Source: an optimization exercise on an open RTL-to-GDS flow (aim: small area, a short achievable clock period and few clock cycles). Production flows keep margins and buffers that such runs may drop. Function was checked by simulation only, so behaviour that the tests miss may differ from the original. No activity file was given, so power comes from the tool's default toggle rates.

[design/flow/design.v]
`default_nettype none
`timescale 1ns/1ns
module dcr (
    input wire clk,
    input wire reset,
    input wire device_control_write_enable,
    input wire [7:0] device_control_data,
    output reg [7:0] thread_count
);
    always @(posedge clk) begin
        if (reset) begin
            thread_count <= 8'b0;
        end else if (device_control_write_enable) begin
            thread_count <= device_control_data;
        end
    end
endmodule
`default_nettype none
`timescale 1ns/1ns
`default_nettype none
`timescale 1ns/1ns
`default_nettype none
`timescale 1ns/1ns
module alu (
    input  wire       clk,
    input  wire [1:0] div_cycle,    
    input  wire [7:0] a,
    input  wire [7:0] b,
    input  wire [7:0] da,           
    input  wire [7:0] db,
    input  wire [9:0] b3,           
    input  wire [8:0] zf,           
    output wire [7:0] sum,
    output wire [7:0] diff,
    output wire [7:0] prod,
    output wire [2:0] nzp,          
    output wire [7:0] quot          
);
    assign sum  = a + b;
    assign diff = a - b;
    assign prod = a * b;
    assign nzp  = {a > b, a == b, a < b};
    wire [9:0] b2 = {1'b0, db, 1'b0};
    reg [5:0] r_q;         
    reg [7:0] q_q;         
    reg [1:0] t1, r1, d1;
    reg [3:0] t2, r2;
    reg [1:0] d2;
    always @(*) begin
        t1 = da[7:6];
        if (zf[2] && t1 >= b3[1:0])      begin r1 = t1 - b3[1:0];  d1 = 2'd3; end
        else if (zf[1] && t1 >= b2[1:0]) begin r1 = t1 - b2[1:0];  d1 = 2'd2; end
        else if (zf[0] && t1 >= db[1:0]) begin r1 = t1 - db[1:0];  d1 = 2'd1; end
        else                             begin r1 = t1;            d1 = 2'd0; end
        t2 = {r1, da[5:4]};
        if (zf[5] && t2 >= b3[3:0])      begin r2 = t2 - b3[3:0];  d2 = 2'd3; end
        else if (zf[4] && t2 >= b2[3:0]) begin r2 = t2 - b2[3:0];  d2 = 2'd2; end
        else if (zf[3] && t2 >= db[3:0]) begin r2 = t2 - db[3:0];  d2 = 2'd1; end
        else                             begin r2 = t2;            d2 = 2'd0; end
    end
    reg [5:0] t3, r3;
    reg [1:0] d3;
    always @(*) begin
        t3 = {r_q[3:0], q_q[7:6]};
        if (zf[8] && t3 >= b3[5:0])      begin r3 = t3 - b3[5:0];  d3 = 2'd3; end
        else if (zf[7] && t3 >= b2[5:0]) begin r3 = t3 - b2[5:0];  d3 = 2'd2; end
        else if (zf[6] && t3 >= db[5:0]) begin r3 = t3 - db[5:0];  d3 = 2'd1; end
        else                             begin r3 = t3;            d3 = 2'd0; end
    end
    wire [9:0] t4 = {2'b00, r_q, q_q[7:6]};
    wire [1:0] d4 = (t4 >= b3) ? 2'd3 : (t4 >= b2) ? 2'd2 : (t4 >= {2'b00, db}) ? 2'd1 : 2'd0;
    assign quot = {q_q[5:0], d4};
    always @(posedge clk) begin
        if (div_cycle == 2'd0) begin
            r_q <= {2'b00, r2};
            q_q <= {da[3:0], d1, d2};
        end else begin
            r_q <= r3;
            q_q <= {q_q[5:0], d3};
        end
    end
endmodule
`default_nettype none
`timescale 1ns/1ns
module lsu (
    input  wire       clk,
    input  wire       reset,
    input  wire       issue_read,
    input  wire       issue_write,
    input  wire [7:0] addr,
    input  wire [7:0] wdata,
    output reg        mem_read_valid,
    output reg  [7:0] mem_read_address,
    input  wire       mem_read_ready,
    input  wire [7:0] mem_read_data,
    output reg        mem_write_valid,
    output reg  [7:0] mem_write_address,
    output reg  [7:0] mem_write_data,
    input  wire       mem_write_ready,
    output reg  [7:0] read_data
);
    always @(posedge clk) begin
        if (reset) begin
            mem_read_valid  <= 1'b0;
            mem_write_valid <= 1'b0;
        end else begin
            if (issue_read) begin
                mem_read_valid   <= 1'b1;
                mem_read_address <= addr;
            end else if (mem_read_ready) begin
                mem_read_valid <= 1'b0;
            end
            if (issue_write) begin
                mem_write_valid   <= 1'b1;
                mem_write_address <= addr;
                mem_write_data    <= wdata;
            end else if (mem_write_ready) begin
                mem_write_valid <= 1'b0;
            end
        end
        if (mem_read_valid && mem_read_ready) read_data <= mem_read_data;
    end
endmodule
`default_nettype none
`timescale 1ns/1ns
`default_nettype none
`timescale 1ns/1ns
module registers #(
    parameter THREAD_ID = 0
) (
    input  wire       clk,
    input  wire       clear,
    input  wire       we,
    input  wire [3:0] wa,
    input  wire [7:0] wd,
    input  wire [7:0] block_id,
    input  wire [3:0] ra1,
    input  wire [3:0] ra2,
    output wire [7:0] rd1,
    output wire [7:0] rd2
);
    reg [12:0][7:0] r;
    localparam [7:0] TID = THREAD_ID;
    wire [15:0][7:0] view = {TID, 8'd4, block_id, r};
    assign rd1 = view[ra1];
    assign rd2 = view[ra2];
    genvar i;
    generate
        for (i = 0; i < 13; i = i + 1) begin : regs
            always @(posedge clk) begin
                if (clear || (we && wa == i)) r[i] <= clear ? 8'd0 : wd;
            end
        end
    endgenerate
endmodule
`default_nettype none
`timescale 1ns/1ns
module simt_stack (
    input  wire       clk,
    input  wire       clear,
    input  wire       push,
    input  wire       pop,
    input  wire [7:0] push_pc,
    input  wire [3:0] push_mask,
    output wire [7:0] tos_pc,
    output wire [3:0] tos_mask,
    output wire       empty,
    output wire       full
);
    reg [1:0] sp;
    reg [7:0] pc0, pc1;
    reg [3:0] m0, m1;
    assign empty    = (sp == 2'd0);
    assign full     = sp[1];
    assign tos_pc   = sp[1] ? pc1 : pc0;
    assign tos_mask = sp[1] ? m1 : m0;
    always @(posedge clk) begin
        if (clear) begin
            sp <= 2'd0;
        end else if (push) begin
            if (sp[0]) begin pc1 <= push_pc; m1 <= push_mask; end
            else       begin pc0 <= push_pc; m0 <= push_mask; end
            sp <= sp + 2'd1;
        end else if (pop) begin
            sp <= sp - 2'd1;
        end
    end
endmodule
`default_nettype none
`timescale 1ns/1ns
module shared_memory (
    input  wire       clk,
    input  wire       clear,
    input  wire       we,
    input  wire [7:0] addr,
    input  wire [7:0] wd,
    output wire [7:0] rd
);
    reg [255:0][7:0] m;
    assign rd = m[addr];
    genvar i;
    generate
        for (i = 0; i < 256; i = i + 1) begin : bytes
            always @(posedge clk) begin
                if (clear || (we && addr == i)) m[i] <= clear ? 8'd0 : wd;
            end
        end
    endgenerate
endmodule
`default_nettype none
`timescale 1ns/1ns
module icache #(
    parameter CL = 7,
    parameter N = 64,
    parameter PD = 2
) (
    input  wire        clk,
    input  wire        reset,
    input  wire        enable,        
    input  wire [7:0]  fpc,           
    output wire        hit,
    output wire [15:0] word,
    output reg         pm_valid,
    output reg  [7:0]  pm_addr,
    input  wire        pm_ready,
    input  wire [15:0] pm_data
);
    localparam C = N;
    reg [C-1:0][15:0] data;
    reg [C-1:0]       valid;
    reg [15:0] fb_data;
    reg [7:0]  fb_addr;
    reg        fb_v;
    reg        fb_new;
    reg [7:0]  pf;
    wire [CL-1:0] idx = fpc[CL-1:0];
    wire hit_c = valid[idx] && (fpc < C);
    wire hit_b = fb_v && (fb_addr == fpc);
    assign hit  = hit_c || hit_b;
    assign word = hit_b ? fb_data : data[idx];
    wire inflight = pm_valid && (pm_addr == fpc);
    wire demand   = enable && !hit && !inflight;
    wire [CL-1:0] pidx = pf[CL-1:0];
    wire pf_have = (valid[pidx] && (pf < C)) || (fb_v && (fb_addr == pf)) ||
                   (pm_valid && (pm_addr == pf));
    wire [7:0] pdist = pf - fpc;
    wire pf_in  = (pdist != 8'd0) && (pdist <= PD);
    wire pf_rst = (pdist == 8'd0) || (pdist > 8'd16);
    wire free   = !pm_valid || pm_ready;
    wire fill = fb_new && (fb_addr < C);
    genvar g;
    generate
        for (g = 0; g < C; g = g + 1) begin : lines
            always @(posedge clk) begin
                if (fill && (fb_addr[CL-1:0] == g)) data[g] <= fb_data;
            end
        end
    endgenerate
    always @(posedge clk) begin
        if (reset) begin
            pm_valid <= 1'b0;
            valid    <= '0;
            fb_v     <= 1'b0;
            fb_new   <= 1'b0;
            pf       <= 8'd1;
        end else begin
            if (fill) valid[fb_addr[CL-1:0]] <= 1'b1;
            fb_new <= 1'b0;
            if (pm_valid && pm_ready) begin
                fb_data <= pm_data;
                fb_addr <= pm_addr;
                fb_v    <= 1'b1;
                fb_new  <= 1'b1;
            end
            if (free && demand) begin
                pm_valid <= 1'b1;
                pm_addr  <= fpc;
                pf       <= fpc + 8'd1;
            end else if (enable && pf_rst) begin
                if (free) pm_valid <= 1'b0;
                pf <= fpc + 8'd1;
            end else if (enable && pf_in && !pf_have) begin
                if (free) begin
                    pm_valid <= 1'b1;
                    pm_addr  <= pf;
                    pf       <= pf + 8'd1;
                end
            end else begin
                if (free) pm_valid <= 1'b0;
                if (enable && pf_in && pf_have) pf <= pf + 8'd1;
            end
        end
    end
endmodule
`default_nettype none
`timescale 1ns/1ns
`default_nettype none
`timescale 1ns/1ns
module decoder (
    input  wire [15:0] instruction,
    output wire        is_br,
    output wire        is_cmp,
    output wire        is_div,
    output wire        is_ldr,
    output wire        is_str,
    output wire        is_jmp,
    output wire        is_reconv,
    output wire        is_lds,
    output wire        is_sts,
    output wire        is_ret,
    output wire        reg_write,    
    output wire [2:0]  res_sel       
);
    wire [3:0] op = instruction[15:12];
    assign is_br     = (op == 4'b0001);
    assign is_cmp    = (op == 4'b0010);
    assign is_div    = (op == 4'b0110);
    assign is_ldr    = (op == 4'b0111);
    assign is_str    = (op == 4'b1000);
    assign is_jmp    = (op == 4'b1010);
    assign is_reconv = (op == 4'b1011);
    assign is_lds    = (op == 4'b1100);
    assign is_sts    = (op == 4'b1101);
    assign is_ret    = (op == 4'b1111);
    wire writes = (op == 4'b0011) || (op == 4'b0100) || (op == 4'b0101) || (op == 4'b0110) ||
                  (op == 4'b0111) || (op == 4'b1001) || (op == 4'b1100);
    assign reg_write = writes && (instruction[11:8] < 4'd13);
    assign res_sel = (op == 4'b0011) ? 3'd0 :
                     (op == 4'b0100) ? 3'd1 :
                     (op == 4'b0101) ? 3'd2 :
                     (op == 4'b0110) ? 3'd3 :
                     (op == 4'b0111) ? 3'd4 :
                     (op == 4'b1001) ? 3'd5 : 3'd6;
endmodule
`default_nettype none
`timescale 1ns/1ns
`default_nettype none
`timescale 1ns/1ns
module core #(
    parameter ICACHE_WORDS = 96
) (
    input  wire        clk,
    input  wire        reset,
    input  wire        start,
    input  wire [7:0]  thread_count,
    output reg         done,
    output wire        pm_valid,
    output wire [7:0]  pm_addr,
    input  wire        pm_ready,
    input  wire [15:0] pm_data,
    output wire [3:0]  rd_valid,
    output wire [31:0] rd_addr,
    input  wire [3:0]  rd_ready,
    input  wire [31:0] rd_data,
    output wire [3:0]  wr_valid,
    output wire [31:0] wr_addr,
    output wire [31:0] wr_data,
    input  wire [3:0]  wr_ready
);
    reg rst;
    always @(posedge clk) rst <= reset;
    reg        launched;    
    reg        running;     
    reg        finishing;   
    reg [7:0]  bid;         
    reg [3:0]  present;     
    reg [3:0]  mask;        
    reg [3:0][2:0] nzp;
    reg [7:0]  fpc;
    reg        d_valid;
    reg [15:0] d_ir;
    reg [7:0]  d_pc;
    reg        e_valid;
    reg [7:0]  e_pc;
    reg [7:0]  e_next;      
    reg [3:0]  e_rd, e_rsf, e_rtf;
    reg [7:0]  e_imm;
    reg        e_br, e_cmp, e_div, e_ldr, e_str, e_jmp, e_reconv, e_lds, e_sts, e_ret, e_wen;
    reg [2:0]  e_sel;
    reg [3:0][7:0] e_a;
    reg [3:0][7:0] e_b;
    reg        e_busy;      
    reg [1:0]  e_cnt;       
    reg [3:0][9:0] e_b3;    
    reg [3:0][8:0] e_zf;    
    reg [5:0]  e_oh;        
    reg [3:0][2:0] e_cf;    
    reg        e_cfok;      
    reg        e_fwa, e_fwb;    
    reg [3:0]  w_we;            
    reg [3:0]  w_rd;
    reg [3:0][7:0] w_res;
    reg        pl_valid;        
    reg        pl_wr;           
    reg [3:0]  pl_rd;
    reg [3:0]  pl_we;
    reg        clr;             
    reg [7:0]  t0_rs, t0_rt;    
    reg [7:0]  e_sma, e_smd;    
    integer t;
    function automatic [8:0] zflags(input [7:0] x);
        zflags = {x < 8'd22, x < 8'd32, x < 8'd64, x < 8'd6, x < 8'd8, x < 8'd16,
                  x < 8'd2, x < 8'd2, x < 8'd4};
    endfunction
    wire        f_hit;
    wire [15:0] f_word;
    icache #(.CL($clog2(ICACHE_WORDS)), .N(ICACHE_WORDS), .PD(2)) icache_instance (
        .clk(clk),
        .reset(rst),
        .enable(running),
        .fpc(fpc),
        .hit(f_hit),
        .word(f_word),
        .pm_valid(pm_valid),
        .pm_addr(pm_addr),
        .pm_ready(pm_ready),
        .pm_data(pm_data)
    );
    wire d_br, d_cmp, d_div, d_ldr, d_str, d_jmp, d_reconv, d_lds, d_sts, d_ret, d_wen;
    wire [2:0] d_sel;
    decoder decoder_instance (
        .instruction(d_ir),
        .is_br(d_br), .is_cmp(d_cmp), .is_div(d_div), .is_ldr(d_ldr), .is_str(d_str),
        .is_jmp(d_jmp), .is_reconv(d_reconv), .is_lds(d_lds), .is_sts(d_sts), .is_ret(d_ret),
        .reg_write(d_wen), .res_sel(d_sel)
    );
    wire [3:0] d_rs = d_ir[7:4];
    wire [3:0] d_rt = d_ir[3:0];
    reg [3:0][7:0] a, b;        
    always @(*) begin
        for (t = 0; t < 4; t = t + 1) begin
            a[t] = (e_fwa && w_we[t]) ? w_res[t] : e_a[t];
            b[t] = (e_fwb && w_we[t]) ? w_res[t] : e_b[t];
        end
    end
    wire [3:0] live = mask & present;
    wire [1:0] h = live[3] ? 2'd3 : live[2] ? 2'd2 : live[1] ? 2'd1 : 2'd0;
    wire [7:0] pc1 = e_pc + 8'd1;
    wire [3:0][7:0] sum, diff, prod, quot, ldv;
    wire [3:0][2:0] cmp;
    wire [7:0] smem_rd;
    reg  [3:0][7:0] res;
    reg  [3:0][7:0] ld_res;
    wire s_empty, s_full;
    wire [7:0] tos_pc;
    wire [3:0] tos_mask;
    wire wr_busy = |wr_valid;
    wire sb_hit  = pl_valid && pl_wr &&
                   ((e_rsf == pl_rd) || (e_rtf == pl_rd) || (e_wen && (e_rd == pl_rd)));
    wire e_act = e_valid && !sb_hit;
    wire div_go = e_act && e_div && (e_cnt == 2'd0) && !e_fwa && !e_fwb;
    reg e_ok;
    always @(*) begin
        e_ok = 1'b1;
        if (e_ldr)      e_ok = e_busy || (!wr_busy && !pl_valid);
        else if (e_str) e_ok = !wr_busy && !pl_valid;
        else if (e_div) e_ok = (e_cnt == 2'd2);
        else if (e_ret) e_ok = !pl_valid;
        else if (e_lds || e_sts) e_ok = !sm_wait;
    end
    wire e_fire   = e_act && e_ok;
    wire e_wb     = e_fire && e_wen && !e_ldr;
    wire pl_done  = pl_valid && !(|rd_valid) && !e_wb;
    wire issue_rd = e_act && e_ldr && !e_busy && !wr_busy && !pl_valid;
    wire issue_wr = e_fire && e_str;
    reg [3:0] cond;
    always @(*) begin
        for (t = 0; t < 4; t = t + 1) cond[t] = |(nzp[t] & e_rd[3:1]);
    end
    wire brt = (e_imm != pc1);
    wire [3:0] taken = live & cond & {4{brt}};
    wire [3:0] ntaken = live & ~(cond & {4{brt}});
    wire divergent = (|taken) && (|ntaken);
    reg [7:0] npc;
    reg       s_push, s_pop, blk_end, set_mask;
    reg [3:0] new_mask;
    always @(*) begin
        npc = pc1;
        s_push = 1'b0;
        s_pop = 1'b0;
        blk_end = 1'b0;
        set_mask = 1'b0;
        new_mask = 4'hF;
        if (e_br) begin
            if (divergent && !s_full) begin
                s_push = 1'b1;
                npc = e_imm;
                set_mask = 1'b1;
                new_mask = taken;
            end else if (cond[h]) begin
                npc = e_imm;
            end
        end else if (e_jmp) begin
            npc = a[h];
        end else if (e_reconv || e_ret) begin
            if (!s_empty) begin
                s_pop = 1'b1;
                npc = tos_pc;
                set_mask = 1'b1;
                new_mask = tos_mask;
            end else if (e_ret) begin
                blk_end = 1'b1;
            end else begin
                set_mask = 1'b1;
                new_mask = 4'hF;
            end
        end
    end
    wire redirect = e_fire && (blk_end || (npc != e_next));
    wire       launch = start && !launched && (thread_count != 8'd0);
    wire [7:0] bid1   = bid + 8'd1;
    reg  [3:0] p0, pn;          
    always @(*) begin
        for (t = 0; t < 4; t = t + 1) begin
            p0[t] = (8'(t) < thread_count);
            pn[t] = ({bid1, 2'b00} + 10'(t)) < {2'b00, thread_count};
        end
    end
    wire next_blk  = e_fire && blk_end && pn[0];
    wire blk_start = launch || next_blk;
    simt_stack stack_instance (
        .clk(clk),
        .clear(clr),
        .push(e_fire && s_push),
        .pop(e_fire && s_pop),
        .push_pc(pc1),
        .push_mask(ntaken),
        .tos_pc(tos_pc),
        .tos_mask(tos_mask),
        .empty(s_empty),
        .full(s_full)
    );
    wire [7:0] sm_addr = e_sma;
    wire [7:0] sm_wd   = e_smd;
    wire sm_wait = (e_fwa || e_fwb) && w_we[0];
    shared_memory shared_memory_instance (
        .clk(clk),
        .clear(clr),
        .we(e_fire && e_sts),
        .addr(sm_addr),
        .wd(sm_wd),
        .rd(smem_rd)
    );
    wire d_adv = running && d_valid && (!e_valid || e_fire) && !redirect;
    wire f_adv = running && f_hit && (!d_valid || d_adv) && !redirect && !d_redirect;
    wire       nw_valid = pl_done ? pl_wr : e_wb;
    wire [3:0] nw_rd    = pl_done ? pl_rd : e_rd;
    wire [3:0] live_next = (e_valid && e_reconv && s_empty) ? present : live;
    wire d_rs_pend = (pl_valid && pl_wr && (pl_rd == d_rs)) || (e_valid && e_ldr && e_wen && (e_rd == d_rs));
    wire e_writes_rs = e_valid && e_wen && !e_ldr && (e_rd == d_rs);
    wire e_slow = (e_sel == 3'd2) || (e_sel == 3'd3) || (e_sel == 3'd6);
    wire early_rd = d_adv && d_ldr && !wr_busy && !pl_valid && !(e_valid && (e_str || e_ldr)) &&
                    !d_rs_pend && !(e_writes_rs && e_slow);
    wire [1:0] hn = live_next[3] ? 2'd3 : live_next[2] ? 2'd2 : live_next[1] ? 2'd1 : 2'd0;
    wire [7:0] d_pc1 = d_pc + 8'd1;
    reg  [3:0] d_cond;
    reg  [3:0][7:0] d_av;       
    reg  [7:0] d_bv0;           
    always @(*) begin
        for (t = 0; t < 4; t = t + 1) begin
            d_cond[t] = |(((e_valid && e_cmp && live[t]) ? e_cf[t] : nzp[t]) & d_ir[11:9]);
        end
    end
    wire d_brt = (d_ir[7:0] != d_pc1);
    wire [3:0] d_taken  = live_next & d_cond & {4{d_brt}};
    wire [3:0] d_ntaken = live_next & ~(d_cond & {4{d_brt}});
    wire d_div_br = (|d_taken) && (|d_ntaken) && !s_full;
    reg       d_pred;           
    reg [7:0] d_npc;
    always @(*) begin
        d_pred = 1'b0;
        d_npc  = d_ir[7:0];
        if (d_br) begin
            d_pred = (d_div_br || (d_cond[hn] && d_brt)) && !(e_valid && e_cmp && !e_cfok);
        end else if (d_jmp) begin
            if (e_writes_rs) begin
                d_npc  = e_imm;
                d_pred = (e_sel == 3'd5) && live[hn];
            end else begin
                d_npc  = d_av[hn];
                d_pred = !d_rs_pend;
            end
        end else if (d_reconv || d_ret) begin
            d_npc  = tos_pc;
            d_pred = !s_empty;
        end
    end
    wire d_redirect = d_adv && d_pred;
    genvar i;
    generate
        for (i = 0; i < 4; i = i + 1) begin : lanes
            wire [7:0] rf1, rf2;
            registers #(.THREAD_ID(i)) register_instance (
                .clk(clk),
                .clear(clr),
                .we(w_we[i]),
                .wa(w_rd),
                .wd(w_res[i]),
                .block_id(bid),
                .ra1(d_rs),
                .ra2(d_rt),
                .rd1(rf1),
                .rd2(rf2)
            );
            alu alu_instance (
                .clk(clk),
                .div_cycle(e_cnt),
                .b3(e_b3[i]),
                .zf(e_zf[i]),
                .a(a[i]),
                .b(b[i]),
                .da(e_a[i]),
                .db(e_b[i]),
                .sum(sum[i]),
                .diff(diff[i]),
                .prod(prod[i]),
                .nzp(cmp[i]),
                .quot(quot[i])
            );
            wire [7:0] res_fast = (e_sel == 3'd0) ? sum[i] :
                                  (e_sel == 3'd1) ? diff[i] : e_imm;
            wire [7:0] d_a = (e_writes_rs && live[i]) ? res_fast : d_av[i];
            lsu lsu_instance (
                .clk(clk),
                .reset(rst),
                .issue_read((issue_rd && live[i]) || (early_rd && live_next[i])),
                .issue_write(issue_wr && live[i]),
                .addr(early_rd ? d_a : a[i]),
                .wdata(b[i]),
                .mem_read_valid(rd_valid[i]),
                .mem_read_address(rd_addr[i*8 +: 8]),
                .mem_read_ready(rd_ready[i]),
                .mem_read_data(rd_data[i*8 +: 8]),
                .mem_write_valid(wr_valid[i]),
                .mem_write_address(wr_addr[i*8 +: 8]),
                .mem_write_data(wr_data[i*8 +: 8]),
                .mem_write_ready(wr_ready[i]),
                .read_data(ldv[i])
            );
            always @(*) begin
                res[i] = ({8{e_oh[0]}} & sum[i]) | ({8{e_oh[1]}} & diff[i]) |
                         ({8{e_oh[2]}} & prod[i]) | ({8{e_oh[3]}} & quot[i]) |
                         ({8{e_oh[4]}} & e_imm) | ({8{e_oh[5]}} & smem_rd);
                ld_res[i] = ldv[i];
            end
            wire bw1 = w_we[i] && (w_rd == d_rs);
            wire bw2 = w_we[i] && (w_rd == d_rt);
            always @(*) d_av[i] = bw1 ? w_res[i] : rf1;
            wire [7:0] d_bv = bw2 ? w_res[i] : rf2;
            if (i == 0) begin : t0
                always @(*) d_bv0 = d_bv;
            end
            always @(posedge clk) begin
                if (d_adv) begin
                    e_cf[i] <= {d_av[i] > d_bv, d_av[i] == d_bv, d_av[i] < d_bv};
                    e_a[i] <= d_av[i];
                    e_b[i] <= d_bv;
                    e_b3[i] <= {2'b00, d_bv} + {1'b0, d_bv, 1'b0};
                    e_zf[i] <= zflags(d_bv);
                end else begin
                    e_a[i] <= a[i];
                    e_b[i] <= b[i];
                    e_b3[i] <= {2'b00, b[i]} + {1'b0, b[i], 1'b0};
                    e_zf[i] <= zflags(b[i]);
                end
                if (clr) nzp[i] <= 3'b000;
                else if (e_fire && e_cmp && live[i]) nzp[i] <= cmp[i];
                w_res[i] <= pl_done ? ld_res[i] : res[i];
            end
        end
    endgenerate
    always @(posedge clk) begin
        if (rst) begin
            launched  <= 1'b0;
            running   <= 1'b0;
            finishing <= 1'b0;
            done      <= 1'b0;
            d_valid   <= 1'b0;
            e_valid   <= 1'b0;
            e_busy    <= 1'b0;
            e_cnt     <= 2'd0;
            fpc       <= 8'd0;
            bid       <= 8'd0;
            present   <= 4'd0;
            mask      <= 4'hF;
            w_we      <= 4'd0;
            clr       <= 1'b0;
            e_fwa     <= 1'b0;
            e_fwb     <= 1'b0;
            pl_valid  <= 1'b0;
        end else begin
            clr  <= blk_start;
            w_we <= pl_done ? pl_we : e_wb ? live : 4'd0;
            w_rd <= nw_rd;
            if (d_adv) begin
                e_fwa <= nw_valid && (nw_rd == d_rs);
                e_fwb <= nw_valid && (nw_rd == d_rt);
            end else begin
                e_fwa <= nw_valid && (nw_rd == e_rsf);
                e_fwb <= nw_valid && (nw_rd == e_rtf);
            end
            if (launch) launched <= 1'b1;
            if (finishing && !wr_busy) done <= 1'b1;
            if (pl_done) pl_valid <= 1'b0;
            if (e_fire && e_ldr) begin
                pl_valid <= 1'b1;
                pl_wr    <= e_wen;
                pl_rd    <= e_rd;
                pl_we    <= e_wen ? live : 4'd0;
            end
            if (issue_rd) e_busy <= 1'b1;
            if (div_go || (e_cnt == 2'd1)) e_cnt <= e_cnt + 2'd1;
            if (e_fire) begin
                e_busy <= 1'b0;
                e_cnt  <= 2'd0;
                if (set_mask) mask <= new_mask;
                if (live[0]) begin
                    t0_rs <= a[0];
                    t0_rt <= b[0];
                end
            end
            if (d_adv) begin
                e_sma <= live_next[0] ? d_av[0] : (e_fire && live[0]) ? a[0] : t0_rs;
                e_smd <= live_next[0] ? d_bv0   : (e_fire && live[0]) ? b[0] : t0_rt;
            end else begin
                e_sma <= live[0] ? a[0] : t0_rs;
                e_smd <= live[0] ? b[0] : t0_rt;
            end
            if (d_adv) begin
                e_busy   <= early_rd;
                e_valid  <= 1'b1;
                e_pc     <= d_pc;
                e_next   <= d_redirect ? d_npc : d_pc1;
                e_rd     <= d_ir[11:8];
                e_rsf    <= d_rs;
                e_rtf    <= d_rt;
                e_imm    <= d_ir[7:0];
                e_br     <= d_br;
                e_cmp    <= d_cmp;
                e_div    <= d_div;
                e_ldr    <= d_ldr;
                e_str    <= d_str;
                e_jmp    <= d_jmp;
                e_reconv <= d_reconv;
                e_lds    <= d_lds;
                e_sts    <= d_sts;
                e_ret    <= d_ret;
                e_wen    <= d_wen;
                e_sel    <= d_sel;
                e_oh     <= {d_sel == 3'd6, d_sel == 3'd5, d_sel == 3'd3, d_sel == 3'd2,
                             d_sel == 3'd1, d_sel == 3'd0};
                e_cfok   <= !(e_valid && e_wen && ((e_rd == d_rs) || (e_rd == d_rt))) &&
                            !(pl_valid && pl_wr && ((pl_rd == d_rs) || (pl_rd == d_rt)));
            end else if (e_fire) begin
                e_valid <= 1'b0;
            end
            if (f_adv) begin
                d_valid <= 1'b1;
                d_ir    <= f_word;
                d_pc    <= fpc;
                fpc     <= fpc + 8'd1;
            end else if (d_adv || redirect) begin
                d_valid <= 1'b0;
            end
            if (d_redirect) fpc <= d_npc;
            if (redirect) begin
                fpc     <= npc;
                e_valid <= 1'b0;
            end
            if (e_fire && blk_end && !pn[0]) begin
                running   <= 1'b0;
                finishing <= 1'b1;
            end
            if (blk_start) begin
                running <= 1'b1;
                bid     <= launch ? 8'd0 : bid1;
                present <= launch ? p0 : pn;
                mask    <= 4'hF;
                fpc     <= 8'd0;
                d_valid <= 1'b0;
                e_valid <= 1'b0;
                t0_rs   <= 8'd0;
                t0_rt   <= 8'd0;
            end
        end
    end
endmodule
`default_nettype none
`timescale 1ns/1ns
module gpu #(
    parameter DATA_MEM_ADDR_BITS = 8,
    parameter DATA_MEM_DATA_BITS = 8,
    parameter DATA_MEM_NUM_CHANNELS = 4,
    parameter PROGRAM_MEM_ADDR_BITS = 8,
    parameter PROGRAM_MEM_DATA_BITS = 16,
    parameter PROGRAM_MEM_NUM_CHANNELS = 1,
    parameter NUM_CORES = 2,
    parameter THREADS_PER_BLOCK = 4
) (
    input wire clk,
    input wire reset,
    input wire start,
    output wire done,
    input wire device_control_write_enable,
    input wire [7:0] device_control_data,  
    output wire [PROGRAM_MEM_NUM_CHANNELS-1:0] program_mem_read_valid,
    output wire [PROGRAM_MEM_NUM_CHANNELS*PROGRAM_MEM_ADDR_BITS-1:0] program_mem_read_address,
    input wire [PROGRAM_MEM_NUM_CHANNELS-1:0] program_mem_read_ready,
    input wire [PROGRAM_MEM_NUM_CHANNELS*PROGRAM_MEM_DATA_BITS-1:0] program_mem_read_data,
    output wire [DATA_MEM_NUM_CHANNELS-1:0] data_mem_read_valid,
    output wire [DATA_MEM_NUM_CHANNELS*DATA_MEM_ADDR_BITS-1:0] data_mem_read_address,
    input wire [DATA_MEM_NUM_CHANNELS-1:0] data_mem_read_ready,
    input wire [DATA_MEM_NUM_CHANNELS*DATA_MEM_DATA_BITS-1:0] data_mem_read_data,
    output wire [DATA_MEM_NUM_CHANNELS-1:0] data_mem_write_valid,
    output wire [DATA_MEM_NUM_CHANNELS*DATA_MEM_ADDR_BITS-1:0] data_mem_write_address,
    output wire [DATA_MEM_NUM_CHANNELS*DATA_MEM_DATA_BITS-1:0] data_mem_write_data,
    input wire [DATA_MEM_NUM_CHANNELS-1:0] data_mem_write_ready
);
    wire [7:0] thread_count;
    dcr dcr_instance (
        .clk(clk),
        .reset(reset),
        .device_control_write_enable(device_control_write_enable),
        .device_control_data(device_control_data),
        .thread_count(thread_count)
    );
    core core_instance (
        .clk(clk),
        .reset(reset),
        .start(start),
        .thread_count(thread_count),
        .done(done),
        .pm_valid(program_mem_read_valid[0]),
        .pm_addr(program_mem_read_address[7:0]),
        .pm_ready(program_mem_read_ready[0]),
        .pm_data(program_mem_read_data[15:0]),
        .rd_valid(data_mem_read_valid),
        .rd_addr(data_mem_read_address),
        .rd_ready(data_mem_read_ready),
        .rd_data(data_mem_read_data),
        .wr_valid(data_mem_write_valid),
        .wr_addr(data_mem_write_address),
        .wr_data(data_mem_write_data),
        .wr_ready(data_mem_write_ready)
    );
endmodule
[design/flow/flow/run.sh]
#!/bin/bash
set -euo pipefail
bash standard.sh synth > synth.log 2>&1
bash standard.sh SETUP_SLACK_MARGIN=9.5 finish > layout.log 2>&1
[design/flow/standard.sh]
#!/bin/bash
# synth_recipe.tcl (not shown) runs the flow's synth.tcl, then flattens the netlist and writes it again
# the make line also repeats each setting of config.mk as NAME=value (left out here)
make -C /OpenROAD-flow-scripts/flow DESIGN_CONFIG=/design/flow/config.mk WORK_HOME=/design/flow/orfs CLKGATE_MAP_FILE= SYNTH_SCRIPT=/design/flow/synth_recipe.tcl "${@:-finish}"
[design/flow/config.mk]
export PLATFORM = sky130hd
export DESIGN_NAME = gpu
export DESIGN_NICKNAME = gpu
export VERILOG_FILES = /design/flow/design.v
export SDC_FILE = /design/flow/constraint.sdc
export NUM_CORES = 8
export LEC_CHECK = 0
export CAP_MARGIN = 20
export CORE_MARGIN = 2
export CORE_UTILIZATION = 40
export SLEW_MARGIN = 20
[design/flow/constraint.sdc]
create_clock -name core_clock -period 14.0 [get_ports {clk}]
set_input_delay 2.8000 -clock core_clock [delete_from_list [all_inputs] [get_ports {clk}]]
set_output_delay 2.8000 -clock core_clock [all_outputs]
set_load 0.01 [all_outputs]
==> run summary, run 1 <==
outcome=finished clean; PnR worst setup slack=9320 ps; Final Max Slew Viols=0; CP arrival=5420 ps; RSZ-0062 raised after global routing=yes; Post-Synthesis Cell Area=0.208 sq mm; DIE HEIGHT=725 um; number of fill cells=43.6k; die area=0.525 sq mm; setup violators final=0; via count of the first global-routing pass=115k; Die Wd=725 um; Yosys warnings=11; total gr overflow=0; Critical-path top delay cell=or4_4; post-detail-place hpwl=371 mm; Post-Syn Instances=12.2k; Final Skew=136 ps; pin count of the biggest net entering global routing=217; drt total wl=609 mm; CTS clk-pin slew, worst paths=60 ps; clock latency reported for the late side of the worst-skew pair=1090 ps; CTS Root Cell=clkbuf_16; Cells after DPL=18.9k; max_cap viols=0; fin nets=13.4k; antenna violations before repair=21; Netlist cell types=95; Max Fclk=0.214 GHz; Hold Slack=450 ps; setup TNS=0 ps; fin area=0.244 sq mm; Ports=183; TritonCTS clock tree=done; Worst slew margin=14.4%; Hold Path Class=register to register; VDD IR max=0.142 mV; via count=118k; critical path type=register to register; ratio of cells with drive above 1 in the final layout=28.1%; area of the core=0.517 sq mm; Worst setup EP type=register; part of the cycle the worst path needs=33.4%; EDFF count, synth=4314; Most common cell on crit path=buf_12; Worst Path Required=14750 ps; Avg Cell Area, Syn=17.1 sq um; final hold vios=0; Pwr Density=131 mW/mm^2; storage element area=0.138 sq mm; overall power=31.9 mW; drt first-iter violations=14.2k; wire length per cell=30.2 um; gr usage total=22.4%; Tightest Pin Transition=1280 ps; Residual DRC=0; Initial DRT Pass Iterations=7; crit start category=register; clock sink count=4713; Yosys reg bits=4713; htree depth=5; CP Cell Sequence=ha_4, xor2_1, nor2_1, and4_1, and4_4, o21a_4, or4_4, mux2_4, o21a_1, nor4b_4, a41oi_2, or3_4, buf_12, a211oi_4, buf_6, buf_12; first-pass GRT wire length=861 mm; ys flop type=edfxtp_1; CTS Buffer Depth=4; CTS Buf Count=484; Synth Net Count=12.8k; synthesis-to-finish area growth=17.2%; Tmin final=4680 ps; worst-path fanout max=6; fin cells=20.2k; Placer Congestion=0.945; post-route ant nets=0; Port Buffer Count=182; Placed Area=0.219 sq mm; post-synthesis sequential area ratio=66.2%; slowest stage delay, CP=600 ps; Leak=82.0 nW; Async SR Flop Fraction=0%; Initial Util=40.2%; vias per cell=5.86; pre-CTS setup slack=7390 ps; row cnt=264; fin util=47.1%; Multi-input gate area=0.0704 sq mm
==> layer usage <==
layer | global-route usage (%) | part of all wire, %
met1 | 32.0 | 42
met2 | 34.9 | 46
met3 | 3.95 | 8.7
met4 | 7.17 | 3.9
met5 | 0 | 0.0095
==> placed cells by master, fill, tap and decap left out, types with 89 or more instances in the layout <==
cell          n
buf_4       461
o21bai_2    153
fa_1         91
o21bai_4     99
clkbuf_16   504
edfxtp_1   4314
nand2_1     428
xnor2_1     223
mux4_2     1421
a21oi_1     568
o21ai_0     208
nor2b_1     101
inv_1       364
clkinv_2     89
nand2b_1    106
mux2i_1     183
dfxtp_1     357
xor2_1      124
a21o_1      150
nor2_1      785
ha_1        435
clkbuf_1    114
clkinv_1    112
==> cell families after synthesis <==
logic type	synth area share [%]
flops	66.2
simple gates	4.04
compound gates	5.67
mux	16.8
buf+inv	2.07
fa+ha+maj	3.67
xor+xnor	1.53
==> synthesized netlist by cell type, drive strengths merged, types with 20 or more instances <==
library cell  count  area [sq um]
nor2            882          3320
o211ai           73           548
fa               97          1940
nand4            37           231
and3             25           156
nand2           473          1780
a21o            151          1140
inv             401          1510
buf             187           813
a221oi           28           308
nand2b          107           669
nor2b           112           701
edfxtp         4314        130000
o21bai          303          2270
xnor2           227          1990
mux2             57           646
dfxtp           399          7990
a211oi           75           573
ha              454          5680
a222oi           22           220
nor3             58           290
nor4             20           125
a31oi            68           425
mux2i           235          2350
clkbuf          522          1960
nand3            97           503
and2             47           294
a21oi           618          3100
xor2            125          1090
mux4           1421         32000
o21ai           265          1330
==> sequential cells by signal (all words and copies together), names as in the netlist, 12 cells and up <==
signal                                              cells
core_instance.icache_instance.valid                    96
core_instance.shared_memory_instance.m               2048
core_instance.lanes.lsu_instance.read_data             32
core_instance.lanes.lsu_instance.mem_read_address      32
core_instance.d_ir                                     16
core_instance.e_b3                                     36
core_instance.lanes.lsu_instance.mem_write_data        32
core_instance.nzp                                      12
core_instance.e_zf                                     32
core_instance.lanes.register_instance.r               416
core_instance.lanes.alu_instance.r_q                   24
core_instance.lanes.alu_instance.q_q                   32
core_instance.icache_instance.data                   1536
core_instance.lanes.lsu_instance.mem_write_address     32
core_instance.e_cf                                     12
core_instance.w_res                                    32
core_instance.icache_instance.fb_data                  16
core_instance.e_b                                      32
core_instance.e_a                                      32
==> repair_timing <==
item	in CTS	in global routing
resized for setup	1123	369
setup endpoints to repair	2607	1748
hold buffers	0	0
buffers inserted	144	134
gates cloned	43	22
pin swaps	33	88
==> layout make-up <==
cell class	count	share of cell area (%)
well taps	6916	3.55
repair inverters	3	0.0180
clock inverters	295	1.23
inverters	407	0.653
clock buffers	604	5.20
diodes	12	0.0123
multi-input cells	6345	28.9
flip-flops and latches	4713	56.5
repair buffers	870	3.90
==> critical path, delay by kind of cell, from the launching register on <==
family / cells / cell delay, ps
buffers and inverters: 3 / 440
xor gates and xnor gates: 1 / 150
and+or+nand+nor: 6 / 1820
muxes: 1 / 340
DFF: 1 / 480
AOI/OAI and AO/OA: 4 / 860
adders and majority gates: 1 / 330
==> power breakdown <==
part	total (mW)	switching, mW	leakage (nW)	internal (mW)
sequential	16.3	0.212	42.6	16.1
clock	12.8	5.59	7.59	7.20
combinational	2.80	1.72	31.8	1.08
==> worst paths after layout <==
kind	startpoint	to	slack (ps)	cells after the start
max reg2reg	core_instance.e_pc[0]$_DFFE_PP_	register	9320	16
min reg2reg	core_instance.icache_instance.fb_data[5]$_DFFE_PP_	core_instance.icache_instance.data[1381]$_DFFE_PP_	450	0
max	core_instance.e_pc[0]$_DFFE_PP_	register	9320	16
min	core_instance.icache_instance.fb_data[5]$_DFFE_PP_	core_instance.icache_instance.data[1381]$_DFFE_PP_	450	0
Testbench counts, summed over its fixed seeds: cycles 24,298.
==> inputs of run 2 (changes only) <==
--- a/design/flow/design.v
+++ b/design/flow/design.v
@@ -23,7 +23,6 @@
 `timescale 1ns/1ns
 module alu (
     input  wire       clk,
-    input  wire [1:0] div_cycle,    
     input  wire [7:0] a,
     input  wire [7:0] b,
     input  wire [7:0] da,           
@@ -41,7 +40,7 @@
     assign prod = a * b;
     assign nzp  = {a > b, a == b, a < b};
     wire [9:0] b2 = {1'b0, db, 1'b0};
-    reg [5:0] r_q;         
+    reg [3:0] r_q;         
     reg [7:0] q_q;         
     reg [1:0] t1, r1, d1;
     reg [3:0] t2, r2;
@@ -61,23 +60,18 @@
     reg [5:0] t3, r3;
     reg [1:0] d3;
     always @(*) begin
-        t3 = {r_q[3:0], q_q[7:6]};
+        t3 = {r_q, q_q[7:6]};
         if (zf[8] && t3 >= b3[5:0])      begin r3 = t3 - b3[5:0];  d3 = 2'd3; end
         else if (zf[7] && t3 >= b2[5:0]) begin r3 = t3 - b2[5:0];  d3 = 2'd2; end
         else if (zf[6] && t3 >= db[5:0]) begin r3 = t3 - db[5:0];  d3 = 2'd1; end
         else                             begin r3 = t3;            d3 = 2'd0; end
     end
-    wire [9:0] t4 = {2'b00, r_q, q_q[7:6]};
+    wire [9:0] t4 = {2'b00, r3, q_q[5:4]};
     wire [1:0] d4 = (t4 >= b3) ? 2'd3 : (t4 >= b2) ? 2'd2 : (t4 >= {2'b00, db}) ? 2'd1 : 2'd0;
-    assign quot = {q_q[5:0], d4};
+    assign quot = {q_q[3:0], d3, d4};
     always @(posedge clk) begin
-        if (div_cycle == 2'd0) begin
-            r_q <= {2'b00, r2};
-            q_q <= {da[3:0], d1, d2};
-        end else begin
-            r_q <= r3;
-            q_q <= {q_q[5:0], d3};
-        end
+        r_q <= r2;
+        q_q <= {da[3:0], d1, d2};
     end
 endmodule
 `default_nettype none
@@ -454,7 +448,7 @@
         e_ok = 1'b1;
         if (e_ldr)      e_ok = e_busy || (!wr_busy && !pl_valid);
         else if (e_str) e_ok = !wr_busy && !pl_valid;
-        else if (e_div) e_ok = (e_cnt == 2'd2);
+        else if (e_div) e_ok = (e_cnt == 2'd1);
         else if (e_ret) e_ok = !pl_valid;
         else if (e_lds || e_sts) e_ok = !sm_wait;
     end
@@ -604,7 +598,6 @@
             );
             alu alu_instance (
                 .clk(clk),
-                .div_cycle(e_cnt),
                 .b3(e_b3[i]),
                 .zf(e_zf[i]),
                 .a(a[i]),
@@ -709,7 +702,7 @@
                 pl_we    <= e_wen ? live : 4'd0;
             end
             if (issue_rd) e_busy <= 1'b1;
-            if (div_go || (e_cnt == 2'd1)) e_cnt <= e_cnt + 2'd1;
+            if (div_go) e_cnt <= 2'd1;
             if (e_fire) begin
                 e_busy <= 1'b0;
                 e_cnt  <= 2'd0;
--- a/design/flow/config.mk
+++ b/design/flow/config.mk
@@ -8,4 +8,6 @@
 export CAP_MARGIN = 20
 export CORE_MARGIN = 2
 export CORE_UTILIZATION = 40
+export CTS_CLUSTER_DIAMETER = 100
+export CTS_CLUSTER_SIZE = 20
 export SLEW_MARGIN = 20
==> run 2 against run 1 <==
  * Sequential power about the same
  * Register-to-register slack lost 60 ps
  * First-iteration DRC count increased by 2.3%
  * Sequential share of layout area up 2.2 points
  * Wire length fell by 0.14%
  * Combinational power is 15% lower
  * Clock skew fell by 21 ps
  * Critical path type unchanged
  * Largest cell class unchanged
==> run summary, run 2 <==
Critical path origin=core_instance.d_ir[7]$_DFFE_PP_; Initial Util=40.1% (-0.063 points); Final Max Slew Viols=0 (unchanged); EDFF count, synth=4314 (unchanged); first-pass GRT wire length=858 mm (-0.39%); CTS Buf Count=279 (-42%); Tmin final=4730 ps (+57.2 ps); CP arrival=5630 ps (+210 ps); Die Wd=726 um (+0.20%); Port Buffer Count=182 (unchanged); synth cell count leaders=edfxtp_1 (4314), mux4_2 (1413), nor2_1 (745); htree depth=5 (unchanged); Worst setup EP type=register; worst flop-to-flop path endpoint=core_instance.fpc[0]$_SDFFE_PP0P_; antenna violations before repair=18 (-14%); worst-path fanout max=26 (+20); synthesis-to-finish area growth=12.1%; Hold Slack=392 ps (-57.3 ps); CTS Root Cell=clkbuf_16; setup TNS=0 ps (unchanged); Yosys warnings=11 (unchanged); drt first-iter violations=14.5k (+2.3%); storage element area=0.137 sq mm (-0.13%); area leader, netlist=edfxtp_1; most common cell in the netlist=edfxtp_1; PnR worst setup slack=9270 ps (-57.2 ps); TritonCTS clock tree=done; Critical-path top delay cell=o21ai_0; top flop regs=core_instance.shared_memory_instance.m x2048, core_instance.icache_instance.data x1536, core_instance.lanes.register_instance.r x416; top post-synthesis cells by area=edfxtp_1 (62%), mux4_2 (15%), dfxtp_1 (3.7%), ha_1 (3.1%), a21o_1 (1.4%); DIE HEIGHT=726 um (+0.20%); CTS Buffer Depth=4 (unchanged); vias per cell=5.95 (+1.5%); cts hold-fix bufs=0 (unchanged); outcome=finished clean; worst-case reg-to-reg path depth=16 (unchanged); ratio of cells with drive above 1 in the final layout=23.5% (-4.6 points); Post-Syn Instances=12.2k (+0.23%); row cnt=265 (+0.38%); Synth Net Count=12.9k (+0.70%); fin nets=13.3k (-1.1%); area of the core=0.520 sq mm (+0.57%); Leak=79.0 nW (-3.6%); die area=0.527 sq mm (+0.41%); via count of the first global-routing pass=114k (-0.80%); slowest stage delay, CP=580 ps (-20 ps); post-synth top area share=62.1% (-0.26 points); Worst slew margin=17.1% (+2.6 points); Worst Path Required=14900 ps (+150 ps); Async SR Flop Fraction=0% (unchanged); max FFs per register=2048 (unchanged); clock latency reported for the late side of the worst-skew pair=1010 ps (-80 ps); CP Cell Sequence=buf_4, buf_6, nand3b_1, buf_4, a21oi_1, a21oi_1, o211ai_1, o21ai_0, buf_4, o21ai_0, a31oi_1, a21oi_1, nand2_1, a21oi_1, o21ai_0, a21boi_0; Cells after DPL=19.0k (+0.49%); Residual DRC=0 (unchanged); ys flop type=edfxtp_1; hold path cells=0 (unchanged); Placer Congestion=0.935 (-0.98%); gr usage total=22.4% (about the same); Ports=183 (unchanged); Setup crit end=core_instance.fpc[0]$_SDFFE_PP0P_; Hold Path Class=register to register; post-detail-place hpwl=374 mm (+0.82%); Post-Synthesis Cell Area=0.209 sq mm (+0.41%); RSZ-0062 raised after global routing=yes; RR Startpoint=core_instance.d_ir[7]$_DFFE_PP_; Multi-input gate area=0.0691 sq mm (-1.8%); Initial DRT Pass Iterations=9 (+2); Most common cell on crit path=a21oi_1; post-synthesis sequential area ratio=65.8% (-0.36 points); via count=117k (-1.0%); post-route ant nets=0 (unchanged); total gr overflow=0 (unchanged); final hold vios=0 (unchanged); overall power=27.0 mW (-15%); wire length per cell=30.9 um (+2.4%); Yosys reg bits=4704 (-0.19%); number of fill cells=44.6k (+2.3%); clock sink count=4704 (-0.19%); fin cells=19.7k (-2.4%); R2R Setup Slk=9270 ps (-60 ps); critical path type=register to register; pin count of the biggest net entering global routing=257 (+18%); drt total wl=608 mm (-0.14%); most frequent cells in the layout=edfxtp_1 (4314), mux4_2 (1413), nor2_1 (661), a21oi_1 (536), buf_4 (513); Avg Cell Area, Syn=17.1 sq um (+0.18%); max_cap viols=0 (unchanged); Tightest Pin Transition=1230 ps (-48.8 ps); VDD IR max=0.103 mV (-27%); Max Fclk=0.211 GHz (-1.2%); most common cell after layout, fill and taps aside=edfxtp_1; part of the cycle the worst path needs=33.8% (+0.41 points); pre-CTS setup slack=7430 ps (+47.1 ps); Netlist cell types=93 (-2.1%); Final Skew=115 ps (-21.1 ps); Largest Register=core_instance.shared_memory_instance.m; CTS clk-pin slew, worst paths=90 ps (+30 ps); setup violators final=0 (unchanged); crit start category=register; Pwr Density=116 mW/mm^2 (-12%)
==> run 2: changes by cell type after synthesis, sizes merged, moves of 26 or more <==
cell	before	now
a31oi	68	37
inv	401	444
nand2b	107	81
nand2	473	424
buf	187	213
ha	454	515
a21o	151	394
o21ai	265	319
nor2	882	746
o21bai	303	129
a21oi	618	582
a22oi	15	50
a211oi	75	111
and3	25	56
==> run 2: power by group <==
| group | internal (mW) | switching, mW |
|---|---|---|
| logic | 0.871 | 1.50 |
| registers | 16.0 | 0.169 |
| clock network | 3.81 | 4.73 |
==> run 2: logic make-up (layout without fill, tap and decap cells) <==
| family | count (synthesis) | count (layout) | synth area share [%] |
|---|---|---|---|
| AND/OR/NAND/NOR | 1693 | 1694 | 3.64 |
| multiplexers | 1717 | 1717 | 16.7 |
| buffers and inverters | 1157 | 1678 | 2.16 |
| AO/OA/AOI/OAI | 1952 | 1954 | 6.09 |
| adder cells (fa/ha/maj) | 612 | 612 | 4.02 |
| flip-flops | 4704 | 4704 | 65.8 |
| XOR/XNOR | 360 | 360 | 1.52 |
| other | 0 | 10 | 0 |
==> run 2: metrics by stage <==
step	utilization (%)	instance area [sq um]
after floorplan	-	209000
after global placement	42.3	220000
after detailed placement	42.3	220000
after CTS	44.7	232000
after global routing	45.0	234000
final	45.0	234000
==> run 2: worst min-delay path by stage <==
stage	startpoint	slack [ps]	end
CTS	core_instance.e_a[16]$_DFF_P_	400	core_instance.lanes[2].alu_instance.q_q[4]$_DFF_P_
detailed placement	core_instance.e_a[18]$_DFF_P_	390	core_instance.lanes[2].alu_instance.q_q[6]$_DFF_P_
global placement	core_instance.e_a[17]$_DFF_P_	400	core_instance.lanes[2].alu_instance.q_q[5]$_DFF_P_
finish	core_instance.e_a[16]$_DFF_P_	390	core_instance.lanes[2].alu_instance.q_q[4]$_DFF_P_
global route	core_instance.e_a[16]$_DFF_P_	390	core_instance.lanes[2].alu_instance.q_q[4]$_DFF_P_
floorplan	core_instance.e_a[1]$_DFF_P_	320	core_instance.lanes[0].alu_instance.q_q[5]$_DFF_P_
==> run 2: worst max-delay path, delay by kind of cell, from the launching register on <==
family	cells	cell delay, ps
compound gates	10	2550
buf+inv	4	1450
flops	1	350
simple gates	2	240
==> run 2: routing by layer <==
metal | GRT usage (%) | share of wire [%] | wire length (um)
met1 | 31.9 | 42 | 254000
met5 | 0 | 0.0081 | 49
met4 | 7.67 | 3.9 | 23400
met2 | 34.9 | 46 | 280000
met3 | 3.79 | 8.3 | 50500
==> run 2: final cells by class <==
class / count / share of cell area (%)
Inverter: 446 / 0.747
Tap cell: 6942 / 3.71
Sequential cell: 4704 / 58.7
Timing Repair Buffer: 849 / 3.84
Clock buffer: 342 / 3.13
Clock inverter: 41 / 0.276
Multi-Input combinational cell: 6337 / 29.5
Antenna cell: 10 / 0.0107
==> run 2: repair_timing <==
item,4_1_cts,5_1_grt
setup endpoints to repair,1269,229
gates cloned,38,9
setup buffers,155,75
resized for setup,716,172
pin swaps,65,91
Testbench counts of run 2, summed over its fixed seeds: cycles 23,706.
==> inputs of run 3 (changes only) <==
--- a/design/flow/design.v
+++ b/design/flow/design.v
@@ -37,7 +37,7 @@
 );
     assign sum  = a + b;
     assign diff = a - b;
-    assign prod = a * b;
+    assign prod = da * db;          
     assign nzp  = {a > b, a == b, a < b};
     wire [9:0] b2 = {1'b0, db, 1'b0};
     reg [3:0] r_q;         
@@ -81,7 +81,8 @@
     input  wire       reset,
     input  wire       issue_read,
     input  wire       issue_write,
-    input  wire [7:0] addr,
+    input  wire [7:0] raddr,
+    input  wire [7:0] waddr,
     input  wire [7:0] wdata,
     output reg        mem_read_valid,
     output reg  [7:0] mem_read_address,
@@ -100,13 +101,13 @@
         end else begin
             if (issue_read) begin
                 mem_read_valid   <= 1'b1;
-                mem_read_address <= addr;
+                mem_read_address <= raddr;
             end else if (mem_read_ready) begin
                 mem_read_valid <= 1'b0;
             end
             if (issue_write) begin
                 mem_write_valid   <= 1'b1;
-                mem_write_address <= addr;
+                mem_write_address <= waddr;
                 mem_write_data    <= wdata;
             end else if (mem_write_ready) begin
                 mem_write_valid <= 1'b0;
@@ -367,6 +368,7 @@
     reg        e_valid;
     reg [7:0]  e_pc;
     reg [7:0]  e_next;      
+    reg        e_bpred;     
     reg [3:0]  e_rd, e_rsf, e_rtf;
     reg [7:0]  e_imm;
     reg        e_br, e_cmp, e_div, e_ldr, e_str, e_jmp, e_reconv, e_lds, e_sts, e_ret, e_wen;
@@ -451,10 +453,11 @@
         else if (e_div) e_ok = (e_cnt == 2'd1);
         else if (e_ret) e_ok = !pl_valid;
         else if (e_lds || e_sts) e_ok = !sm_wait;
+        else if (e_oh[2]) e_ok = !e_fwa && !e_fwb;    
     end
     wire e_fire   = e_act && e_ok;
     wire e_wb     = e_fire && e_wen && !e_ldr;
-    wire pl_done  = pl_valid && !(|rd_valid) && !e_wb;
+    wire pl_done  = pl_valid && !(|(rd_valid & ~rd_ready)) && !e_wb;
     wire issue_rd = e_act && e_ldr && !e_busy && !wr_busy && !pl_valid;
     wire issue_wr = e_fire && e_str;
     reg [3:0] cond;
@@ -500,7 +503,7 @@
             end
         end
     end
-    wire redirect = e_fire && (blk_end || (npc != e_next));
+    wire redirect = e_fire && (blk_end ? !(e_bpred && pn[0]) : (npc != e_next));
     wire       launch = start && !launched && (thread_count != 8'd0);
     wire [7:0] bid1   = bid + 8'd1;
     reg  [3:0] p0, pn;          
@@ -535,7 +538,7 @@
         .wd(sm_wd),
         .rd(smem_rd)
     );
-    wire d_adv = running && d_valid && (!e_valid || e_fire) && !redirect;
+    wire d_adv = running && d_valid && (!e_valid || e_fire) && !redirect && !(e_fire && blk_end);
     wire f_adv = running && f_hit && (!d_valid || d_adv) && !redirect && !d_redirect;
     wire       nw_valid = pl_done ? pl_wr : e_wb;
     wire [3:0] nw_rd    = pl_done ? pl_rd : e_rd;
@@ -575,11 +578,11 @@
                 d_pred = !d_rs_pend;
             end
         end else if (d_reconv || d_ret) begin
-            d_npc  = tos_pc;
-            d_pred = !s_empty;
+            d_npc  = s_empty ? 8'd0 : tos_pc;
+            d_pred = !s_empty || d_ret;
         end
     end
-    wire d_redirect = d_adv && d_pred;
+    wire d_redirect = d_adv && d_pred && !clr;
     genvar i;
     generate
         for (i = 0; i < 4; i = i + 1) begin : lanes
@@ -618,7 +621,8 @@
                 .reset(rst),
                 .issue_read((issue_rd && live[i]) || (early_rd && live_next[i])),
                 .issue_write(issue_wr && live[i]),
-                .addr(early_rd ? d_a : a[i]),
+                .raddr((e_valid && e_ldr && !e_busy) ? a[i] : d_a),
+                .waddr(a[i]),
                 .wdata(b[i]),
                 .mem_read_valid(rd_valid[i]),
                 .mem_read_address(rd_addr[i*8 +: 8]),
@@ -634,12 +638,13 @@
                 res[i] = ({8{e_oh[0]}} & sum[i]) | ({8{e_oh[1]}} & diff[i]) |
                          ({8{e_oh[2]}} & prod[i]) | ({8{e_oh[3]}} & quot[i]) |
                          ({8{e_oh[4]}} & e_imm) | ({8{e_oh[5]}} & smem_rd);
-                ld_res[i] = ldv[i];
+                ld_res[i] = rd_valid[i] ? rd_data[i*8 +: 8] : ldv[i];
             end
             wire bw1 = w_we[i] && (w_rd == d_rs);
             wire bw2 = w_we[i] && (w_rd == d_rt);
-            always @(*) d_av[i] = bw1 ? w_res[i] : rf1;
-            wire [7:0] d_bv = bw2 ? w_res[i] : rf2;
+            always @(*) d_av[i] = (clr && d_rs < 4'd13) ? 8'd0 : bw1 ? w_res[i] : rf1;
+            wire [7:0] d_bv = (clr && d_rt < 4'd13) ? 8'd0 : bw2 ? w_res[i] : rf2;
+            wire [7:0] nb = d_adv ? d_bv : b[i];    
             if (i == 0) begin : t0
                 always @(*) d_bv0 = d_bv;
             end
@@ -647,15 +652,12 @@
                 if (d_adv) begin
                     e_cf[i] <= {d_av[i] > d_bv, d_av[i] == d_bv, d_av[i] < d_bv};
                     e_a[i] <= d_av[i];
-                    e_b[i] <= d_bv;
-                    e_b3[i] <= {2'b00, d_bv} + {1'b0, d_bv, 1'b0};
-                    e_zf[i] <= zflags(d_bv);
                 end else begin
                     e_a[i] <= a[i];
-                    e_b[i] <= b[i];
-                    e_b3[i] <= {2'b00, b[i]} + {1'b0, b[i], 1'b0};
-                    e_zf[i] <= zflags(b[i]);
                 end
+                e_b[i]  <= nb;
+                e_b3[i] <= d_adv ? {2'b00, d_bv} + {1'b0, d_bv, 1'b0} : {2'b00, b[i]} + {1'b0, b[i], 1'b0};
+                e_zf[i] <= d_adv ? zflags(d_bv) : zflags(b[i]);
                 if (clr) nzp[i] <= 3'b000;
                 else if (e_fire && e_cmp && live[i]) nzp[i] <= cmp[i];
                 w_res[i] <= pl_done ? ld_res[i] : res[i];
@@ -724,6 +726,7 @@
                 e_valid  <= 1'b1;
                 e_pc     <= d_pc;
                 e_next   <= d_redirect ? d_npc : d_pc1;
+                e_bpred  <= d_redirect && d_ret && s_empty;
                 e_rd     <= d_ir[11:8];
                 e_rsf    <= d_rs;
                 e_rtf    <= d_rt;
@@ -769,8 +772,10 @@
                 bid     <= launch ? 8'd0 : bid1;
                 present <= launch ? p0 : pn;
                 mask    <= 4'hF;
-                fpc     <= 8'd0;
-                d_valid <= 1'b0;
+                if (launch || !e_bpred) begin
+                    fpc     <= 8'd0;
+                    d_valid <= 1'b0;
+                end
                 e_valid <= 1'b0;
                 t0_rs   <= 8'd0;
                 t0_rt   <= 8'd0;
==> run 3 against run 2 <==
  * Final cell count up 2.6%
  * Sequential power up 3%
  * Still clean
  * Combinational power up 120%
  * First-iteration DRC count up 0.36%
  * Area after synthesis up 0.72%
  * Synthesized cell count up 4.7%
  * Die area up 0.72%
==> run summary, run 3 <==
CTS clk-pin slew, worst paths=90 ps (about the same); CP arrival=5350 ps (-280 ps); number of fill cells=45.2k (+1.5%); CTS Buffer Depth=4 (unchanged); antenna violations before repair=22 (+4); pin count of the biggest net entering global routing=256 (-0.39%); max_cap viols=0 (unchanged); DIE HEIGHT=729 um (+0.36%); post-synthesis sequential area ratio=65.4% (-0.46 points); Worst slew margin=10.0% (-7.1 points); wire length per cell=30.7 um (-0.59%); Initial Util=40.1% (about the same); Residual DRC=0 (unchanged); setup TNS=0 ps (unchanged); htree depth=5 (unchanged); post-synth top area share=61.6% (-0.43 points); gr usage total=22.5% (+0.15 points); Placer Congestion=0.956 (+2.2%); fin nets=13.8k (+3.8%); first-pass GRT wire length=867 mm (+1.1%); via count of the first global-routing pass=115k (+0.17%); drt first-iter violations=14.6k (+0.36%); Cells after DPL=19.5k (+2.7%); Final Max Slew Viols=0 (unchanged); Yosys reg bits=4705 (+0.021%); Leak=79.2 nW (+0.19%); via count=119k (+1.8%); worst-path fanout max=27 (+3.8%); CTS Buf Count=279 (unchanged); Avg Cell Area, Syn=16.5 sq um (-3.8%); Synth Net Count=13.5k (+4.6%); Yosys warnings=11 (unchanged); Worst Path Required=14700 ps (-200 ps); Worst setup EP type=register; crit start category=register; Most common cell on crit path=nor2_4; Placed Area=0.221 sq mm (+0.39%); Tmin final=4650 ps (-78.3 ps); outcome=finished clean; Final Skew=113 ps (-1.73 ps); CTS Root Cell=clkbuf_16; top flop regs=core_instance.shared_memory_instance.m x2048, core_instance.icache_instance.data x1536, core_instance.lanes.register_instance.r x416; post-route ant nets=0 (unchanged); Hold Slack=467 ps (+74.4 ps); RSZ-0062 raised after global routing=yes; Async SR Flop Fraction=0% (unchanged); row cnt=266 (+0.38%); part of the cycle the worst path needs=33.2% (-0.56 points); fin area=0.235 sq mm (+0.41%); Pwr Density=129 mW/mm^2 (+11%); synthesis-to-finish area growth=11.8%; Critical-path top delay cell=a211oi_1; most frequent cells in the layout=edfxtp_1 (4315), mux4_2 (1374), nand2_1 (1189), nor2_1 (553), ha_1 (536); synth cell count leaders=edfxtp_1 (4315), mux4_2 (1374), nand2_1 (1220); most common cell after layout, fill and taps aside=edfxtp_1; Largest Register=core_instance.shared_memory_instance.m; EDFF count, synth=4315 (+0.023%); Ports=183 (unchanged); ys flop type=edfxtp_1; clock latency reported for the late side of the worst-skew pair=1000 ps (about the same); Die Wd=729 um (+0.36%); cts hold-fix bufs=0 (unchanged); ratio of cells with drive above 1 in the final layout=22.3% (-1.1 points); max FFs per register=2048 (unchanged); Post-Synthesis Cell Area=0.210 sq mm (+0.72%); setup violators final=0 (unchanged); vias per cell=5.91 (-0.78%); Max Fclk=0.215 GHz (+1.7%); area of the core=0.524 sq mm (+0.76%); post-detail-place hpwl=385 mm (+2.9%); overall power=30.2 mW (+12%); TritonCTS clock tree=done; area leader, netlist=edfxtp_1; slowest stage delay, CP=660 ps (+80 ps); total gr overflow=0 (unchanged); most common cell in the netlist=edfxtp_1; final hold vios=0 (unchanged); Initial DRT Pass Iterations=9 (unchanged); critical path type=register to register; drt total wl=620 mm (+2.0%); VDD IR max=0.113 mV (+10%); CP Cell Sequence=buf_4, nor2_2, nor2_4, nor2_1, a211oi_1, a31oi_1, o21ai_0, o2bb2ai_2, xnor2_1, nand4_1, o31a_4, buf_16, clkinv_16, nor2_4, buf_12, a221oi_4; Netlist cell types=102 (+9.7%); Port Buffer Count=182 (unchanged); Post-Syn Instances=12.8k (+4.7%); Hold Path Class=register to register; Tightest Pin Transition=1350 ps (+115 ps); die area=0.531 sq mm (+0.72%); fin cells=20.2k (+2.6%); top post-synthesis cells by area=edfxtp_1 (62%), mux4_2 (15%), dfxtp_1 (3.7%), ha_1 (3.2%), nand2_1 (2.2%); clock sink count=4705 (+0.021%)
==> run 3: path summary, 6_finish.rpt <==
check                                                       start                                  end  slack, ps  cells after the start
hold / removal                core_instance.e_cnt[0]$_SDFFE_PP0P_  core_instance.e_cnt[0]$_SDFFE_PP0P_        470                      2
setup reg to reg  core_instance.stack_instance.sp[1]$_SDFFE_PP0P_     core_instance.e_sma[0]$_DFFE_PN_       9350                     16
hold reg to reg               core_instance.e_cnt[0]$_SDFFE_PP0P_  core_instance.e_cnt[0]$_SDFFE_PP0P_        470                      2
setup / recovery  core_instance.stack_instance.sp[1]$_SDFFE_PP0P_     core_instance.e_sma[0]$_DFFE_PN_       9350                     16
==> run 3: cell type report <==
class	count	area [sq um]	area share, %
Sequential cell	4705	138000	58.5
Timing Repair inverter	3	26.3	0.0112
Timing Repair Buffer	762	8700	3.70
Clock inverter	39	514	0.219
Antenna cell	15	37.5	0.0160
Multi-Input combinational cell	6925	70400	30.0
Inverter	424	1670	0.711
Tap cell	6968	8720	3.71
Clock buffer	337	7390	3.15
==> run 3: logic make-up after synthesis <==
| logic type | synth area share [%] |
|---|---|
| muxes | 16.9 |
| adders and majority gates | 4.13 |
| DFF | 65.4 |
| xor gates and xnor gates | 1.58 |
| buffers and inverters | 2.15 |
| AOI/OAI and AO/OA | 4.84 |
| and+or+nand+nor | 5.07 |
==> run 3: worst max-delay path: cells and delay by family, from the launching register on <==
kind / cells / cell delay [ps]
compound gates: 6 / 2280
xor+xnor: 1 / 170
buf+inv: 4 / 770
flops: 1 / 380
simple gates: 5 / 750
==> run 3: through the flow <==
step | worst slack (ps) | utilization [%]
after global placement | 7470 | 42.1
final | 9350 | 44.8
after detailed placement | 7470 | 42.2
after global routing | 9350 | 44.8
after floorplan | 8660 | -
after CTS | 9350 | 44.3
==> run 3: repair_timing <==
action,in CTS,in global routing
pin swaps,49,68
buffers inserted,109,90
setup endpoints to repair,2565,720
resized for setup,747,254
cloned,40,23
==> run 3: metal layers <==
| layer | vias up | track usage, % | part of all wire (%) |
|---|---|---|---|
| met2 | 5391 | 35.5 | 46 |
| met4 | 10 | 8.56 | 4.5 |
| met3 | 999 | 3.31 | 8.2 |
| met5 | - | 0 | 0.011 |
| met1 | 62400 | 31.9 | 41 |
| li1 | 50400 | - | - |
==> run 3: power by group <==
| group | switching (mW) | internal (mW) |
|---|---|---|
| registers | 0.355 | 16.2 |
| clock network | 4.67 | 3.84 |
| logic | 3.15 | 2.02 |
Testbench counts of run 3, summed over its fixed seeds: cycles 23,099.

==> afterwards: timing with drivers on the ports <==
No port has a modelled driver above. Below, the same layouts with a new extraction and two added sets of constraints.
Step 1 assumes that a clkbuf_16 drives the clock port and a buf_2 every other input.
Step 2 times the ports against the registers' clock, not the clock port: input delays grow and output delays shrink by t, the midpoint of the rising clock arrivals with the driver on.
a / b / c = no drivers / after step 1 / after step 2; a / b = the first two.
| run | shift t [ns] | setup slack, ns | worst hold slack (ns) | worst data-port slew with drivers (ns) | cell pins on the clock port's net |
|---|---|---|---|---|---|
| run 1 | 1.109 | 9.325 / 9.322 / 8.509 | 0.450 / 0.450 / 0.450 | 0.07 | 1 |
| run 2 | 1.067 | 9.267 / 9.267 / 8.678 | 0.392 / 0.392 / 0.392 | 0.09 | 1 |
| run 3 | 1.055 | 9.346 / 9.281 / 8.556 | 0.467 / 0.467 / 0.467 | 0.10 | 1 |
After both steps setup and hold are still met in every run listed. The setup slack of run 1, which loses most, moves by -0.003 ns with the drivers and by -0.816 ns with both steps.
